From an optimization exercise on the open Yosys and OpenROAD flow, aimed at small area; shortcuts taken in it are not production practice.
The RTL was checked by simulation tests, not by an equivalence proof against the original design.
Power and IR drop assume default switching activity.

==> inputs of run H <==
==> flow/design.v <==
module linked_fifo(rst, clk, push, push_fifo, pop, pop_fifo, d, q, empty, full, almost_full);
    parameter WIDTH = 8;
    parameter FIFOS = 8;
    parameter SLOTS = 24;
    input rst;
    input clk;
    input push;
    input [2:0] push_fifo;
    input pop;
    input [2:0] pop_fifo;
    input [WIDTH-1:0] d;
    output [WIDTH-1:0] q;
    output empty;
    output full;
    output almost_full;
    reg [WIDTH-1:0] mem [0:SLOTS-1];
    reg [4:0] s [1:FIFOS];
    reg [WIDTH-1:0] r_q;
    function [SLOTS+1:0] therm;
        input [4:0] v;
        input en;
        reg [7:0] gl;
        reg [3:0] gh, eh;
        integer j, m;
        begin
            for (j = 0; j < 8; j = j + 1) gl[j] = j >= v[2:0];
            for (j = 0; j < 4; j = j + 1) begin
                gh[j] = en & (j > v[4:3]);
                eh[j] = en & (j == v[4:3]);
            end
            therm[0] = 1'b0;
            for (j = 1; j <= SLOTS + 1; j = j + 1) begin
                m = j - 1;
                therm[j] = gh[m / 8] | (eh[m / 8] & gl[m % 8]);
            end
        end
    endfunction
    wire [4:0] sv [0:FIFOS];
    assign sv[0] = 5'd0;
    genvar k;
    generate for (k = 1; k <= FIFOS; k = k + 1) begin : g_sv
        assign sv[k] = s[k];
    end endgenerate
    wire [4:0] P = sv[push_fifo + 4'd1];
    wire [4:0] Q = sv[pop_fifo];
    wire [4:0] E = sv[pop_fifo + 4'd1];
    assign empty = (Q == E);
    wire [4:0] s8 = s[FIFOS];
    assign full = s8[4] & s8[3];
    assign almost_full = s8[4] & (s8[3] | (s8[2] & s8[1] & s8[0]));
    wire c = push_fifo < pop_fifo;
    wire up_mode = push & (~pop | c);
    wire dn_mode = pop & (~push | ~c);
    wire ld_here = ~pop | c;
    wire [SLOTS+1:0] gp = therm(P, push);
    wire [SLOTS+1:0] gq = therm(Q, pop);
    generate for (k = 1; k <= FIFOS; k = k + 1) begin : g_ptr
        wire inc = up_mode & (k > push_fifo) & ~(pop & (k > pop_fifo));
        wire dec = dn_mode & (k > pop_fifo) & ~(push & (k > push_fifo));
        wire [4:0] v = s[k];
        wire [4:0] tg;
        wire [4:0] ca, cb;
        assign ca[0] = inc;
        assign cb[0] = dec;
        genvar b;
        for (b = 1; b < 5; b = b + 1) begin : g_c
            assign ca[b] = ca[b-1] & v[b-1];
            assign cb[b] = cb[b-1] & ~v[b-1];
        end
        assign tg = ca | cb;
        always @(posedge clk)
            s[k] <= rst ? 5'd0 : s[k] ^ tg;
    end endgenerate
    wire [WIDTH-1:0] qsel [0:SLOTS];
    assign qsel[0] = {WIDTH{1'b0}};
    genvar i;
    generate
        for (i = 0; i < SLOTS; i = i + 1) begin : g_slot
            wire up = gp[i] & ~gq[i];
            wire dn = gq[i+1] & ~gp[i+2];
            wire ld = ld_here ? (gp[i+1] & ~gp[i]) : (gp[i+2] & ~gp[i+1]);
            wire hold = ~(up | dn | ld);
            wire [WIDTH-1:0] below = (i > 0) ? mem[i - 1] : {WIDTH{1'b0}};
            wire [WIDTH-1:0] above = (i < SLOTS - 1) ? mem[i + 1] : {WIDTH{1'b0}};
            always @(posedge clk)
                mem[i] <= ({WIDTH{ld}} & d) | ({WIDTH{up}} & below) | ({WIDTH{dn}} & above)
                        | ({WIDTH{hold}} & mem[i]);
            wire qs = gq[i+1] & ~gq[i];
            assign qsel[i+1] = qsel[i] | ({WIDTH{qs}} & mem[i]);
        end
    endgenerate
    always @(posedge clk)
        r_q <= qsel[SLOTS];
    assign q = r_q;
endmodule
function integer log2;
    input [31:0] value;
    for (log2=0; value>0; log2=log2+1)
        value = value>>1;
endfunction
==> flow/flow/run.sh <==
#!/bin/bash
# Standard synthesis; then the combinational logic is re-mapped for area with a few ABC scripts
# (registers untouched) and the smallest netlist is kept; then the standard layout with a
# clock tree without dummy loads and small port buffers.
set -euo pipefail
export CTS_ARGS="-sink_clustering_enable -repair_clock_nets -dont_use_dummy_load -buf_list sky130_fd_sc_hd__clkbuf_8 -sink_clustering_size 16 -sink_clustering_max_diameter 80"
export BUFFER_PORTS_ARGS="-buffer_cell sky130_fd_sc_hd__buf_2"
R=$PWD/orfs/results/$FLOW_PLATFORM/linked_fifo/base
bash standard.sh synth > standard_synth.log 2>&1
cp $R/1_2_yosys.v $R/1_2_yosys_standard.v
export REMAP_LIB=$FLOW_HOME/platforms/sky130hd/lib/sky130_fd_sc_hd__tt_025C_1v80.lib
export REMAP_IN=$R/1_2_yosys_standard.v
export REMAP_TOP=$FLOW_TOP
export REMAP_DONT_USE="$(sed -n 's/^export DONT_USE_CELLS += //p;/^    sky130/p' $FLOW_HOME/platforms/sky130hd/config.mk | tr -d '\\' | tr -s ' \n' ' ' | sed 's/\(sky130_[a-z0-9_]*\)/-dont_use \1/g')"
YOSYS=$(command -v yosys || echo $FLOW_HOME/../tools/install/yosys/bin/yosys)
best=""; best_area=""
for s in flow/remap[0-9].abc; do
  n=$(basename $s .abc)
  export REMAP_SCRIPT=$PWD/$s REMAP_OUT=$PWD/$n.v
  if $YOSYS -c flow/remap.tcl > $n.log 2>&1; then
    a=$(sed -n 's/.*Chip area for module [^:]*: //p' $n.log | tail -1)
    echo "$n $a" >> remap_choice.log
    if [[ -n "$a" ]] && { [[ -z "$best_area" ]] || awk -v a=$a -v b=$best_area 'BEGIN{exit !(a<b)}'; }; then
      best=$n; best_area=$a
    fi
  fi
done
echo "chosen $best $best_area" >> remap_choice.log
if [[ -n "$best" ]]; then
  cp $best.v $R/1_2_yosys.v
  rm -f $R/1_synth.odb $R/1_synth.sdc
fi
bash standard.sh > standard_flow.log 2>&1
==> flow/flow/remap.tcl <==
# Re-map the combinational logic of the standard synthesis for area; registers stay as they are.
yosys read_liberty -ignore_miss_func $::env(REMAP_LIB)
yosys read_verilog $::env(REMAP_IN)
yosys hierarchy -top $::env(REMAP_TOP)
yosys blackbox sky130_fd_sc_hd__df* sky130_fd_sc_hd__edf* sky130_fd_sc_hd__sdf* sky130_fd_sc_hd__sedf* sky130_fd_sc_hd__dl*
yosys flatten
yosys hierarchy -top $::env(REMAP_TOP)
yosys opt -purge
yosys rename -hide w:_*_.*
yosys stat
yosys abc -liberty $::env(REMAP_LIB) {*}$::env(REMAP_DONT_USE) -script $::env(REMAP_SCRIPT)
yosys opt_clean -purge
yosys hilomap -singleton -hicell sky130_fd_sc_hd__conb_1 HI -locell sky130_fd_sc_hd__conb_1 LO
yosys splitnets
yosys opt_clean -purge
yosys insbuf -buf sky130_fd_sc_hd__buf_4 A X
yosys check
yosys stat -liberty $::env(REMAP_LIB)
yosys write_verilog -noattr -nohex -nodec $::env(REMAP_OUT)
==> flow/flow/remap1.abc <==
strash
&get -n
&st
&dch
&nf -R 1000 -F 20 -A 20 -C 32
&put
==> flow/flow/remap2.abc <==
strash
&get -n
&st
&dch
&nf -R 1000 -C 32 -F 4 -A 4
&put
==> flow/flow/remap3.abc <==
strash
&get -n
&st
&dch -x
&nf -R 1000 -F 10 -A 10
&put
==> flow/flow/remap4.abc <==
strash
&get -n
&st
&dch
&nf -R 1000 -F 10 -A 10
&put
==> flow/flow/remap5.abc <==
strash
&get -n
&st
&dch -f
&nf -R 1000 -F 10 -A 10
&put
==> flow/flow/remap6.abc <==
strash
&get -n
&st
&dch
&nf -R 1000 -C 32
&put
==> flow/flow/remap7.abc <==
strash
&get -n
&st
&dch -x
&nf -R 1000
&put
==> flow/standard.sh <==
#!/bin/bash
# synth_recipe.tcl (not shown) runs the flow's synth.tcl, then flattens the netlist and writes it again
# the make line also repeats each setting of config.mk as NAME=value (left out here)
make -C /OpenROAD-flow-scripts/flow DESIGN_CONFIG=/design/flow/config.mk WORK_HOME=/design/flow/orfs CLKGATE_MAP_FILE= SYNTH_SCRIPT=/design/flow/synth_recipe.tcl "${@:-finish}"
==> flow/config.mk <==
export PLATFORM = sky130hd
export DESIGN_NAME = linked_fifo
export DESIGN_NICKNAME = linked_fifo
export VERILOG_FILES = /design/flow/design.v
export SDC_FILE = /design/flow/constraint.sdc
export NUM_CORES = 4
export LEC_CHECK = 0
export CAP_MARGIN = 10
export CORE_MARGIN = 2
export CORE_UTILIZATION = 40
export GPL_TIMING_DRIVEN = 0
export SETUP_SLACK_MARGIN = 0.4
export SLEW_MARGIN = 10
==> flow/constraint.sdc <==
create_clock -name core_clock -period 6.0 [get_ports {clk}]
set_input_delay 1.2000 -clock core_clock [delete_from_list [all_inputs] [get_ports {clk}]]
set_output_delay 1.2000 -clock core_clock [all_outputs]
set_load 0.01 [all_outputs]
==> run R: changes against run H <==
--- a/flow/flow/run.sh
+++ b/flow/flow/run.sh
@@ -3,7 +3,7 @@
 # (registers untouched) and the smallest netlist is kept; then the standard layout with a
 # clock tree without dummy loads and small port buffers.
 set -euo pipefail
-export CTS_ARGS="-sink_clustering_enable -repair_clock_nets -dont_use_dummy_load -buf_list sky130_fd_sc_hd__clkbuf_8 -sink_clustering_size 16 -sink_clustering_max_diameter 80"
+export CTS_ARGS="-sink_clustering_enable -repair_clock_nets -dont_use_dummy_load -buf_list sky130_fd_sc_hd__clkbuf_16 -sink_clustering_size 30 -sink_clustering_max_diameter 120"
 export BUFFER_PORTS_ARGS="-buffer_cell sky130_fd_sc_hd__buf_2"
 R=$PWD/orfs/results/$FLOW_PLATFORM/linked_fifo/base
 bash standard.sh synth > standard_synth.log 2>&1
CORE_UTILIZATION = 50   (was 40)
SETUP_SLACK_MARGIN = 0.3   (was 0.4)
==> summary of the runs <==
Sequential power is about the same in run R and run H.
In flip-flop and latch count, run R and run H do not differ.
Of run R and run H, run R has the higher global-route usage (gap 6.3 points).
Of run H and run R, run R has the higher sequential share of layout area (gap 0.17 points).
Of run R and run H, run H has the higher clock skew (gap 15 ps).
==> figures <==
quantity                                                     run R       run H
Result of the run                 no timing/DRC/antenna violations  no timing/DRC/antenna violations
GPL Wtd Cong                                                  1.08        1.06
Final WL                                                   53.0 mm     54.6 mm
Detailed Route Iter0 Violations                               3083        2892
Detailed-placement wirelength estimate                     39.4 mm     39.9 mm
CP max stage delay                                          650 ps      630 ps
Largest vdd supply drop                                   0.268 mV    0.236 mV
Count of multi-input combinational gates                      1229        1230
Endpoint of the lowest-slack register-to-register path  mem[17][7]  mem[22][5]
Min-delay src                                            mem[0][0]   mem[1][2]
Initial antenna violation count                                  1           2

-- re-timing with driven ports --
Ports are ideal in the flow. The routed layouts listed here were re-timed in OpenROAD.
Step 1 assumes that a clkbuf_16 drives the clock port and a buf_2 every other input.
Step 2 also shifts input and output timing later by t, the mid clock arrival at the registers, as if the neighbouring blocks saw the same clock.
Slacks: ideal / step 1 / step 2; pairs: ideal / step 1.
run	shift t [ns]	slack for setup (ns)	worst setup path after step 2	worst slew at a driven data input, ns	pins driven straight from the clock port
run H	0.609	0.409 / 0.382 / -0.081	input to register	0.03	1
run R	0.525	0.385 / 0.363 / 0.002	input to register	0.03	1
With both steps, setup timing fails in run H, where it was met with ideal ports. For run H, which loses most, drivers alone change the setup slack by -0.027 ns; drivers and shift together by -0.490 ns.
